Context: an optimization exercise on an open-source flow, tuned for a short achievable clock period and few clock cycles. The choices shown serve that exercise and are no tape-out recipe.
In this exercise RTL edits were held to simulation tests only and were not proved equivalent to the original.
Power is estimated from default activity; no workload was simulated.

==> inputs of build 12 <==
==> flow/design.v (excerpt) <==
module cpu_top(
    input clk,
    input rst,
    output [31:0] imem_addr,
    input  [31:0] imem_rdata,
    output [31:0] dmem_addr,
    output [31:0] dmem_wdata,
    output        dmem_we,
    input  [31:0] dmem_rdata
);
    reg [29:0] pcw;
    assign imem_addr = {pcw, 2'b00};
    wire [31:0] instr = imem_rdata;
    wire [4:0]  f_rs = instr[25:21];
    wire [4:0]  f_rt = instr[20:16];
    wire [31:0] f_imm = {{16{instr[15]}}, instr[15:0]};
    wire f_jump, f_condbr, f_regwrite, f_lw, f_sw, f_useimm, f_use_rs, f_use_rt;
    wire [4:0] f_rd;
    wire [4:0] f_aluop;    
    control_unit cu(.instr(instr), .jump(f_jump), .condbr(f_condbr), .regwrite(f_regwrite),
                    .lw(f_lw), .sw(f_sw), .useimm(f_useimm), .use_rs(f_use_rs), .use_rt(f_use_rt),
                    .rd(f_rd), .aluop(f_aluop));
    wire [29:0] pcw1 = pcw + 30'd1;
    wire [29:0] tc;
    wire tco;
    ks_carry #(30, 1, 5) TGT(.a(pcw), .b(f_imm[29:0]), .c(tc), .cout(tco));
    wire [29:0] f_targetw = pcw ^ f_imm[29:0] ^ tc;
    reg  [63:0] bht;
    reg  [5:0]  bidx;
    wire        bht_bit;
    bht_read BR(.idx(bidx), .bits(bht), .y(bht_bit));
    wire        f_pred = f_condbr & bht_bit;
    reg  [31:0] m_res, m_addr, m_wdata;
    reg  [4:0]  m_rd;
    reg         m_regwrite, m_lw, m_we;
    wire [31:0] m_wval = m_lw ? dmem_rdata : m_res;
    wire [31:0] rf_a0, rf_a1, rf_b0, rf_b1;
    wire wt_a, wt_b;
    reg_file rf(.clk(clk), .rst(rst), .we(m_regwrite), .rd_addr(m_rd), .rd_data(m_wval),
                .rs1_addr(f_rs), .rs2_addr(f_rt), .rs1_lo(rf_a0), .rs1_hi(rf_a1),
                .rs2_lo(rf_b0), .rs2_hi(rf_b1), .wt1(wt_a), .wt2(wt_b));
    reg [31:0] e_a, e_bop, e_st;
    reg [29:0] e_targetw;
    reg [4:0]  e_rd;
    reg [4:0]  e_aluop;
    reg        e_arith, e_inv, e_fs_ld, e_fa_ld;    
    reg        e_regwrite, e_lw, e_sw, e_condbr;
  ...
Settings: LEC_CHECK=0, CAP_MARGIN=20, CORE_MARGIN=2, CORE_UTILIZATION=40, SETUP_SLACK_MARGIN=5.0, SLEW_MARGIN=20, SYNTH_HIERARCHICAL=1, TNS_END_PERCENT=100; clock period 7.0 ns.
standard.sh (not shown) runs the stock make flow with config.mk's settings and CLKGATE_MAP_FILE= SYNTH_SCRIPT=/design/flow/synth_recipe.tcl, a recipe that flattens the netlist after the stock synthesis.
==> flow/flow/run.sh <==
#!/bin/bash
# The standard layout (the standard.sh, unchanged synthesis), except that the port
# buffers are sky130_fd_sc_hd__buf_4 (resizable within the buf family) instead of the
# default pick, clkdlybuf4s50_1, which repair cannot resize into a faster buffer.
set -o pipefail
bash standard.sh "BUFFER_PORTS_ARGS=-buffer_cell sky130_fd_sc_hd__buf_4" finish > standard.log 2>&1
==> build 84 (differences from build 12) <==
--- a/flow/design.v
+++ b/flow/design.v
@@ -101,20 +101,12 @@
         for (i = 0; i < 2; i = i + 1) begin : L4
             g_nand2 u(.a(l3[2*i]), .b(l3[2*i+1]), .y(l4[i]));
         end
     endgenerate
     g_nor2 L5(.a(l4[0]), .b(l4[1]), .y(eq));
 endmodule
-module pick_rf(input s0, input d0, input s1, input d1, input s2, input d2, input srf,
-               input lo, input hi, output y);
-    wire e = (s0 & d0) | (s1 & d1) | (s2 & d2);
-    wire n1, n2;
-    g_nor2 A(.a(lo), .b(hi), .y(n1));           
-    g_nand2 B(.a(srf), .b(~n1), .y(n2));        
-    assign y = ~n2 | e;
-endmodule
 `timescale 1ns/1ps
 module control_unit(
     input [31:0] instr,
     output jump,         
     output condbr,       
     output regwrite,     
@@ -178,18 +170,20 @@
     assign stall  = prod_lw & ((ha & use_rs) | (hb & use_rt));
 endmodule
 `timescale 1ns/1ps
 module g_ao22(input a, input b, input c, input d, output y);
     assign y = (a & b) | (c & d);
 endmodule
-module pc_bit(input se, input nse, input et, input sj, input nsj, input ft, input sh,
-              input pcw, input pcw1, output y);
-    wire r = sh ? pcw : pcw1;
-    wire f;
-    g_ao22 F(.a(sj), .b(ft), .c(nsj), .d(r), .y(f));
-    g_ao22 E(.a(se), .b(et), .c(nse), .d(f), .y(y));
+module pc_rest(input se, input et, input sh, input pcw, input pcw1, output y);
+    assign y = se ? et : (sh ? pcw : pcw1);
+endmodule
+module pc_bit(input sj, input nsj, input ft, input se, input et, input sh, input pcw,
+              input pcw1, output y);
+    wire r;
+    pc_rest R(.se(se), .et(et), .sh(sh), .pcw(pcw), .pcw1(pcw1), .y(r));
+    g_ao22 O(.a(sj), .b(ft), .c(nsj), .d(r), .y(y));
 endmodule
 module hazard_unit(
     input e_misp,
     input [29:0] e_redir,
     input stall,
     input f_jump,
@@ -198,20 +192,19 @@
     input [29:0] pcw,
     input [29:0] pcw1,
     output [29:0] pcw_next,
     output squash_f
 );
     assign squash_f = e_misp | stall;
-    wire sj = f_jump | f_pred;
+    wire sj = (f_jump | f_pred) & ~e_misp;
     wire nsj = ~sj;
-    wire nse = ~e_misp;
     genvar i;
     generate
         for (i = 0; i < 30; i = i + 1) begin : B
-            pc_bit u(.se(e_misp), .nse(nse), .et(e_redir[i]), .sj(sj), .nsj(nsj), .ft(f_targetw[i]),
-                     .sh(stall), .pcw(pcw[i]), .pcw1(pcw1[i]), .y(pcw_next[i]));
+            pc_bit u(.sj(sj), .nsj(nsj), .ft(f_targetw[i]), .se(e_misp), .et(e_redir[i]), .sh(stall),
+                     .pcw(pcw[i]), .pcw1(pcw1[i]), .y(pcw_next[i]));
         end
     endgenerate
 endmodule
 `timescale 1ns/1ps
 module g_aoi22(input a, input b, input c, input d, output y);
     assign y = ~((a & b) | (c & d));
@@ -395,18 +388,18 @@
     wire s_wt    = ~fb_alu & wt_b;
     wire s_rf    = ~fb_alu & ~wt_b;
     wire [31:0] a_rest, b_rest, s_rest, e_a_next, e_bop_next, e_st_next, res, res2;
     genvar i;
     generate
         for (i = 0; i < 32; i = i + 1) begin : FW
-            pick_rf PA(.s0(a_oth), .d0(other[i]), .s1(a_wt), .d1(m_wval[i]), .s2(1'b0), .d2(1'b0),
-                       .srf(a_rf), .lo(rf_a0[i]), .hi(rf_a1[i]), .y(a_rest[i]));
-            pick_rf PB(.s0(b_imm), .d0(f_imm[i]), .s1(b_oth), .d1(other[i]), .s2(b_wt), .d2(m_wval[i]),
-                       .srf(b_rf), .lo(rf_b0[i]), .hi(rf_b1[i]), .y(b_rest[i]));
-            pick_rf PS(.s0(s_oth), .d0(other[i]), .s1(s_wt), .d1(m_wval[i]), .s2(1'b0), .d2(1'b0),
-                       .srf(s_rf), .lo(rf_b0[i]), .hi(rf_b1[i]), .y(s_rest[i]));
+            pick4 PA(.s0(a_oth), .d0(other[i]), .s1(a_wt), .d1(m_wval[i]), .s2(a_rf), .d2(rf_a0[i]),
+                     .s3(a_rf), .d3(rf_a1[i]), .y(a_rest[i]));
+            pick5 PB(.s0(b_imm), .d0(f_imm[i]), .s1(b_oth), .d1(other[i]), .s2(b_wt), .d2(m_wval[i]),
+                     .s3(b_rf), .d3(rf_b0[i]), .s4(b_rf), .d4(rf_b1[i]), .y(b_rest[i]));
+            pick4 PS(.s0(s_oth), .d0(other[i]), .s1(s_wt), .d1(m_wval[i]), .s2(s_rf), .d2(rf_b0[i]),
+                     .s3(s_rf), .d3(rf_b1[i]), .y(s_rest[i]));
             fwd_bit FA(.pr(pr[i]), .c(c[i]), .s(a_arith), .r(a_rest[i]), .y(e_a_next[i]));
             fwd_bit FB(.pr(pr[i]), .c(c[i]), .s(b_arith), .r(b_rest[i]), .y(e_bop_next[i]));
             fwd_bit FS(.pr(pr[i]), .c(c[i]), .s(s_arith), .r(s_rest[i]), .y(e_st_next[i]));
             fwd_bit FR(.pr(pr[i]), .c(c[i]), .s(e_arith), .r(other[i]), .y(res[i]));
             fwd_bit FM(.pr(pr[i]), .c(c[i]), .s(e_arith), .r(other[i]), .y(res2[i]));
         end
@@ -448,26 +441,15 @@
         bidx <= pcw_next[5:0];
         e_rd <= f_rd;
         e_aluop <= f_aluop;
         e_arith <= ~|f_aluop[4:1];
         e_inv <= f_aluop[0] | f_aluop[4];
     end
-    reg       u_valid, u_taken;
-    reg [5:0] u_idx;
     always @(posedge clk or posedge rst) begin
-        if (rst) begin
-            u_valid <= 1'b0;
-            bht <= 64'd0;
-        end else begin
-            u_valid <= e_condbr;
-            if (u_valid) bht[u_idx] <= u_taken;
-        end
-    end
-    always @(posedge clk) begin
-        u_taken <= e_eq;
-        u_idx <= e_bidx;
+        if (rst) bht <= 64'd0;
+        else if (e_condbr) bht[e_bidx] <= e_eq;
     end
     always @(posedge clk or posedge rst) begin
         if (rst) begin
             m_regwrite <= 1'b0; m_lw <= 1'b0; m_we <= 1'b0;
             m_res <= 32'd0;
         end else begin
==> impl_metrics.py <==
metrics = {
    "outcome": {
        "run_status": "timing/DRC/antenna clean",
    },
    "global_routing": {
        "grt_max_degree": 123,
    },
    "pwr": {
        "p_clk_mw": 8.73,
        "p_switching_mw": 8.25,
    },
    "finish": {
        "mostFrequentLayoutCells": "a22oi_2 (1119), and2_1 (1024), edfxtp_1 (992)",
        "seq_area_mm2": 0.0391,
        "seq_cells": 1407,
    },
    "clocking": {
        "cts_sinks": 1407,
        "cts_setup_buffers": 466,
    },
    "floorplan": {
        "die-area_mm2": 0.207,
        "rows": 165,
    },
    "worst_setup_path": {
        "slowest_stage": "and2_4",
    },
    "route": {
        "viasPerCell": 6.07,
    },
}
-- figures above: build 84

==> impl_metrics.py <==
metrics = {
    "finish": {
        "mostFrequentLayoutCells": "a22oi_2 (1058), and2_1 (1026), edfxtp_1 (992)",
        "seq_cells": 1415,
        "inv_count": 296,
        "seq_area_mm2": 0.0393,
        "multi_input_gates": 6089,
        "reg_top3": "rf.R.q: 992 flops, bht: 64 flops",
    },
    "worst_setup_path": {
        "slowest_stage": "or4_4",
        "critPathBufInv": 4,
        "crit-reg2reg-launch": "bidx[4]",
    },
    "clocking": {
        "numCtsBuffers": 166,
        "cts_sinks": 1415,
    },
    "pwr": {
        "p_comb_frac": 0.253,
        "p_switching_mw": 8.25,
        "p_clk_mw": 8.90,
    },
    "outcome": {
        "run_status": "timing/DRC/antenna clean",
    },
    "floorplan": {
        "rows": 166,
        "die-area_mm2": 0.210,
    },
    "timing": {
        "worst_slack_ns": 3.94,
    },
    "route": {
        "viasPerCell": 6.12,
        "first_iter_violations": 8795,
    },
}
-- figures above: build 12

Testbench counts of build 12, summed over its fixed seeds: cycles 29,431.
Testbench counts of build 84, summed over its fixed seeds: cycles 29,431.

==> 11-27 <==
==> flow/design.v <==
`timescale 1ns/1ps
module ks_carry #(parameter W = 32, parameter CIN = 0, parameter L = 5) (   
    input  [W-1:0] a,
    input  [W-1:0] b,
    output [W-1:0] c,
    output         cout
);
    wire [W-1:0] g = a & b;
    wire [W-1:0] t = a | b;
    wire [W-1:0] G [1:L];
    wire [W-1:0] T [1:L];
    genvar l, i;
    generate
        for (i = 0; i < W; i = i + 1) begin : L1
            if (i >= 1) begin : C
                if (CIN != 0 && i == 1) begin : C1
                    assign G[1][i] = (a[i] & b[i]) | (a[i] & t[i-1]) | (b[i] & t[i-1]);
                end else begin : C0
                    assign G[1][i] = (a[i] & b[i]) | (a[i] & a[i-1] & b[i-1]) | (b[i] & a[i-1] & b[i-1]);
                end
                assign T[1][i] = t[i] & t[i-1];
            end else begin : N
                assign G[1][i] = (CIN != 0) ? t[i] : g[i];
                assign T[1][i] = t[i];
            end
        end
        for (l = 1; l < L; l = l + 1) begin : LV
            for (i = 0; i < W; i = i + 1) begin : B
                if (i >= (1 << l)) begin : C
                    assign G[l+1][i] = G[l][i] | (T[l][i] & G[l][i - (1 << l)]);
                    assign T[l+1][i] = T[l][i] & T[l][i - (1 << l)];
                end else begin : N
                    assign G[l+1][i] = G[l][i];
                    assign T[l+1][i] = T[l][i];
                end
            end
        end
    endgenerate
    assign c = {G[L][W-2:0], CIN != 0};
    assign cout = G[L][W-1];
endmodule
module alu(
    input  [31:0] ax,       
    input  [31:0] b,
    input  [2:0]  logop,    
    input         slt,
    output [31:0] p,        
    output [31:0] c,        
    output [31:0] other,    
    output        ltu
);
    wire cout;
    ks_carry #(32) K(.a(ax), .b(b), .c(c), .cout(cout));
    assign p = ax ^ b;
    assign ltu = cout;      
    assign other = ({32{logop[0]}} & (ax & b))
                 | ({32{logop[1]}} & (ax | b))
                 | ({32{logop[2]}} & p)
                 | {31'd0, slt & cout};
endmodule
`timescale 1ns/1ps
module control_unit(
    input [31:0] instr,
    output jump,         
    output condbr,       
    output regwrite,     
    output lw,
    output sw,
    output useimm,       
    output use_rs,       
    output use_rt,       
    output [4:0] rd,
    output [4:0] aluop   
);
    localparam RTYPE = 6'd0;
    localparam LW    = 6'd35;
    localparam SW    = 6'd43;
    localparam BEQ   = 6'd4;
    localparam ADDI  = 6'd8;
    wire [5:0] opcode = instr[31:26];
    wire [5:0] funct  = instr[5:0];
    wire is_r    = opcode == RTYPE;
    wire is_lw   = opcode == LW;
    wire is_sw   = opcode == SW;
    wire is_beq  = opcode == BEQ;
    wire is_addi = opcode == ADDI;
    wire same    = instr[25:21] == instr[20:16];
    assign jump     = is_beq & same;
    assign condbr   = is_beq & ~same;
    assign rd       = is_r ? instr[15:11] : instr[20:16];
    assign regwrite = (is_r | is_lw | is_addi) & (rd != 5'd0);
    assign lw       = is_lw;
    assign sw       = is_sw;
    assign useimm   = is_lw | is_sw | is_addi;
    assign use_rs   = is_r | is_lw | is_sw | is_addi | condbr;
    assign use_rt   = is_r | condbr;
    assign aluop[0] = is_r & (funct == 6'h22);
    assign aluop[1] = is_r & (funct == 6'h24);
    assign aluop[2] = is_r & (funct == 6'h25);
    assign aluop[3] = is_r & (funct == 6'h26);
    assign aluop[4] = is_r & (funct == 6'h2A);
endmodule
`timescale 1ns/1ps
module forwarding_unit(
    input [4:0] rs,
    input [4:0] rt,
    input use_rs,
    input use_rt,
    input [4:0] prod_rd,
    input prod_regwrite,    
    input prod_lw,
    output fa_alu,
    output fb_alu,
    output fs_ld,
    output stall
);
    wire ha = prod_regwrite & (prod_rd == rs);
    wire hb = prod_regwrite & (prod_rd == rt);
    assign fa_alu = ha & ~prod_lw;
    assign fb_alu = hb & ~prod_lw;
    assign fs_ld  = hb & prod_lw;
    assign stall  = prod_lw & ((ha & use_rs) | (hb & use_rt));
endmodule
`timescale 1ns/1ps
module hazard_unit(
    input e_taken,
    input [29:0] e_targetw,
    input stall,
    input f_jump,
    input [29:0] f_targetw,
    input [29:0] pcw,
    input [29:0] pcw1,
    output [29:0] pcw_next,
    output squash_f
);
    assign squash_f = e_taken | stall;
    assign pcw_next = e_taken ? e_targetw : stall ? pcw : (f_jump ? f_targetw : pcw1);
endmodule
`timescale 1ns/1ps
module reg_file(
    input clk,
    input rst,
    input we,
    input [4:0] rd_addr,
    input [31:0] rd_data,
    input [4:0] rs1_addr,
    input [4:0] rs2_addr,
    output [31:0] rs1_data,
    output [31:0] rs2_data
);
    wire [32*32-1:0] regs_flat;
    assign regs_flat[31:0] = 32'd0;
    genvar g;
    generate
        for (g = 1; g < 32; g = g + 1) begin : R
            reg [31:0] q;
            reg v;
            always @(posedge clk or posedge rst) begin
                if (rst) v <= 1'b0;
                else if (we && rd_addr == g) v <= 1'b1;
            end
            always @(posedge clk) begin
                if (we && rd_addr == g) q <= rd_data;
            end
            assign regs_flat[g*32 +: 32] = q & {32{v}};
        end
    endgenerate
    wire wr1 = we && (rd_addr != 0) && (rd_addr == rs1_addr);
    wire wr2 = we && (rd_addr != 0) && (rd_addr == rs2_addr);
    assign rs1_data = wr1 ? rd_data : regs_flat[rs1_addr*32 +: 32];
    assign rs2_data = wr2 ? rd_data : regs_flat[rs2_addr*32 +: 32];
endmodule
`timescale 1ns/1ps
module cpu_top(
    input clk,
    input rst,
    output [31:0] imem_addr,
    input  [31:0] imem_rdata,
    output [31:0] dmem_addr,
    output [31:0] dmem_wdata,
    output        dmem_we,
    input  [31:0] dmem_rdata
);
    reg [29:0] pcw;
    assign imem_addr = {pcw, 2'b00};
    wire [31:0] instr = imem_rdata;
    wire [4:0]  f_rs = instr[25:21];
    wire [4:0]  f_rt = instr[20:16];
    wire [31:0] f_imm = {{16{instr[15]}}, instr[15:0]};
    wire f_jump, f_condbr, f_regwrite, f_lw, f_sw, f_useimm, f_use_rs, f_use_rt;
    wire [4:0] f_rd;
    wire [4:0] f_aluop;    
    control_unit cu(.instr(instr), .jump(f_jump), .condbr(f_condbr), .regwrite(f_regwrite),
                    .lw(f_lw), .sw(f_sw), .useimm(f_useimm), .use_rs(f_use_rs), .use_rt(f_use_rt),
                    .rd(f_rd), .aluop(f_aluop));
    wire [29:0] pcw1 = pcw + 30'd1;
    wire [29:0] tc;
    wire tco;
    ks_carry #(30, 1, 5) TGT(.a(pcw), .b(f_imm[29:0]), .c(tc), .cout(tco));
    wire [29:0] f_targetw = pcw ^ f_imm[29:0] ^ tc;
    reg  [31:0] m_res, m_addr, m_wdata;
    reg  [4:0]  m_rd;
    reg         m_regwrite, m_lw, m_we;
    wire [31:0] m_wval = m_lw ? dmem_rdata : m_res;
    wire [31:0] f_a, f_b;
    reg_file rf(.clk(clk), .rst(rst), .we(m_regwrite), .rd_addr(m_rd), .rd_data(m_wval),
                .rs1_addr(f_rs), .rs2_addr(f_rt), .rs1_data(f_a), .rs2_data(f_b));
    reg [31:0] e_ax, e_bop, e_st;    
    reg [29:0] e_targetw;
    reg [4:0]  e_rd;
    reg [4:0]  e_aluop;
    reg        e_arith, e_inv, e_fs_ld;    
    reg        e_regwrite, e_lw, e_sw, e_condbr;
    wire fa_alu, fb_alu, fs_ld, stall;
    forwarding_unit fwd(.rs(f_rs), .rt(f_rt), .use_rs(f_use_rs), .use_rt(f_use_rt),
                        .prod_rd(e_rd), .prod_regwrite(e_regwrite), .prod_lw(e_lw),
                        .fa_alu(fa_alu), .fb_alu(fb_alu), .fs_ld(fs_ld), .stall(stall));
    wire [31:0] p, c, other;
    wire ltu;
    alu ALU(.ax(e_ax), .b(e_bop), .logop(e_aluop[3:1]), .slt(e_aluop[4]), .p(p), .c(c),
            .other(other), .ltu(ltu));
    wire [31:0] alu_result = ({32{e_arith}} & (p ^ c ^ {32{e_inv}})) | other;
    wire f_inv = f_aluop[0] | f_aluop[4];
    wire a_arith = fa_alu & e_arith;
    wire [31:0] a_mask = {32{e_inv ^ f_inv}};
    wire [31:0] a_rest = (fa_alu ? other : f_a) ^ {32{f_inv}};
    wire [31:0] e_ax_next = ({32{a_arith}} & (p ^ a_mask ^ c)) | ({32{~a_arith}} & a_rest);
    wire bsel = fb_alu & ~f_useimm;
    wire b_arith = bsel & e_arith;
    wire [31:0] b_rest = f_useimm ? f_imm : (fb_alu ? other : f_b);
    wire [31:0] e_bop_next = ({32{b_arith}} & (p ^ {32{e_inv}} ^ c)) | ({32{~b_arith}} & b_rest);
    wire s_arith = fb_alu & e_arith;
    wire [31:0] s_rest = fb_alu ? other : f_b;
    wire [31:0] e_st_next = ({32{s_arith}} & (p ^ {32{e_inv}} ^ c)) | ({32{~s_arith}} & s_rest);
    wire e_taken = e_condbr & (e_ax == e_bop);
    wire [31:0] sv = e_fs_ld ? dmem_rdata : e_st;     
    wire [29:0] pcw_next;
    wire squash_f;
    hazard_unit hzd(.e_taken(e_taken), .e_targetw(e_targetw), .stall(stall), .f_jump(f_jump),
                    .f_targetw(f_targetw), .pcw(pcw), .pcw1(pcw1), .pcw_next(pcw_next),
                    .squash_f(squash_f));
    always @(posedge clk or posedge rst) begin
        if (rst) pcw <= 30'd0;
        else pcw <= pcw_next;
    end
    always @(posedge clk or posedge rst) begin
        if (rst) begin
            e_regwrite <= 1'b0; e_lw <= 1'b0; e_sw <= 1'b0; e_condbr <= 1'b0;
        end else begin
            e_regwrite <= f_regwrite & ~squash_f;
            e_lw       <= f_lw & ~squash_f;
            e_sw       <= f_sw & ~squash_f;
            e_condbr   <= f_condbr & ~squash_f;
        end
    end
    always @(posedge clk) begin
        e_ax  <= e_ax_next;
        e_bop <= e_bop_next;
        e_st  <= e_st_next;
        e_fs_ld <= fs_ld;
        e_targetw <= f_targetw;
        e_rd <= f_rd;
        e_aluop <= f_aluop;
        e_arith <= ~|f_aluop[4:1];
        e_inv <= f_inv;
    end
    always @(posedge clk or posedge rst) begin
        if (rst) begin
            m_regwrite <= 1'b0; m_lw <= 1'b0; m_we <= 1'b0;
            m_addr <= 32'd0;
        end else begin
            m_regwrite <= e_regwrite;
            m_lw <= e_lw;
            m_we <= e_sw;
            m_addr <= alu_result;
        end
    end
    always @(posedge clk) begin
        m_res <= alu_result;
        m_wdata <= sv;
        m_rd <= e_rd;
    end
    assign dmem_addr  = m_addr;
    assign dmem_wdata = m_wdata;
    assign dmem_we    = m_we;
endmodule
==> flow/run.sh <==
#!/bin/bash
# synth_recipe.tcl (not shown) runs the flow's synth.tcl, then flattens the netlist and writes it again
# the make line also repeats each setting of config.mk as NAME=value (left out here)
make -C /OpenROAD-flow-scripts/flow DESIGN_CONFIG=/design/flow/config.mk WORK_HOME=/design/flow/orfs CLKGATE_MAP_FILE= SYNTH_SCRIPT=/design/flow/synth_recipe.tcl finish
==> flow/config.mk <==
export PLATFORM = sky130hd
export DESIGN_NAME = cpu_top
export DESIGN_NICKNAME = cpu_top
export VERILOG_FILES = /design/flow/design.v
export SDC_FILE = /design/flow/constraint.sdc
export NUM_CORES = 4
export LEC_CHECK = 0
export ABC_CLOCK_PERIOD_IN_PS = 2500
export CAP_MARGIN = 20
export CORE_MARGIN = 2
export CORE_UTILIZATION = 40
export SETUP_SLACK_MARGIN = 3.8
export SLEW_MARGIN = 20
export TNS_END_PERCENT = 100
==> flow/constraint.sdc <==
create_clock -name core_clock -period 7.0 [get_ports {clk}]
set_input_delay 1.4000 -clock core_clock [delete_from_list [all_inputs] [get_ports {clk}]]
set_output_delay 1.4000 -clock core_clock [all_outputs]
set_load 0.01 [all_outputs]
==> 05-05: changes against 11-27 <==
==> flow/flow/run.sh (new file) <==
#!/bin/bash
# The standard layout (the standard.sh, unchanged synthesis), except that the port
# buffers are sky130_fd_sc_hd__buf_4 (resizable within the buf family) instead of the
# default pick, clkdlybuf4s50_1, which repair cannot resize into a faster buffer.
set -o pipefail
bash standard.sh "BUFFER_PORTS_ARGS=-buffer_cell sky130_fd_sc_hd__buf_4" finish > standard.log 2>&1
==> flow/standard.sh (new file) <==
#!/bin/bash
# synth_recipe.tcl (not shown) runs the flow's synth.tcl, then flattens the netlist and writes it again
# the make line also repeats each setting of config.mk as NAME=value (left out here)
make -C /OpenROAD-flow-scripts/flow DESIGN_CONFIG=/design/flow/config.mk WORK_HOME=/design/flow/orfs CLKGATE_MAP_FILE= SYNTH_SCRIPT=/design/flow/synth_recipe.tcl "${@:-finish}"
removed: flow/run.sh
==> comparison table <==
item	11-27	05-05
R2r worst-path depth	8	9
Pre-CTS setup slack	2.07 ns	1.93 ns
Clock tree cell share of total cell area	6.16%	5.77%
Area of the multi-input gates	30700 um2	30800 um2
Length of routed met3 wiring	33000 um	35800 um
Detailed router's first-iteration violation count	8930	9311
Switching power	0.00600 W	0.00599 W
Worst slew margin relative to its limit	26.6%	27.8%
Non-filler instance count after layout	8820	8805
Power Density	260 nW/um2	255 nW/um2
Cell count after placement	8442	8423
Met1 WL	102000 um	102000 um
Clock group	0.00802 W	0.00753 W
Internal portion of total power	0.0149 W	0.0144 W
Sequential cell area share	45.4%	45.5%
Leakage	25.9 nW	26.1 nW
Result of the run	timing/DRC/antenna clean	timing/DRC/antenna clean
Design area	80400 um2	80100 um2
Fraction of layout cells with a size suffix above 1	18.0%	19.0%
Routed wire per std cell	30.8 um	31.3 um
Core Util, Final	47.0%	46.8%
Testbench counts of 11-27, summed over its fixed seeds: cycles 30,109.
Testbench counts of 05-05, summed over its fixed seeds: cycles 30,109.

separate check: timing with driven ports:
The flow's constraints put no driver on any port. The routed layouts listed below were extracted and timed again, unchanged, in two steps. Step 1: set_driving_cell puts a clkbuf_16 on clk and a buf_2 on each other input, an assumption about the parent block. Step 2 moves the port delays by t, midway between the first and last clock arrival at a register: inputs arrive t later, outputs are due t later. That takes back most of the time a late clock gives input paths. Three values: ideal, step 1, step 2; two values: the first two.
| run | t, ns | slack for setup (ns) | worst register clock-pin slew, ns | cell pins on the clock port's net |
|---|---|---|---|---|
| build 12 | 0.922 | 3.939 / 3.864 / 2.942 | 0.07 / 0.07 | 1 |
| build 84 | 0.919 | 3.988 / 3.857 / 2.937 | 0.07 / 0.07 | 1 |
| 11-27 | 0.905 | 3.689 / 3.383 / 2.477 | 0.07 / 0.07 | 1 |
| 05-05 | 0.901 | 3.732 / 3.504 / 2.603 | 0.06 / 0.06 | 1 |
After both steps every run listed still meets setup and hold. For 11-27, which loses most, drivers alone change the setup slack by -0.306 ns; drivers and shift together by -1.212 ns.
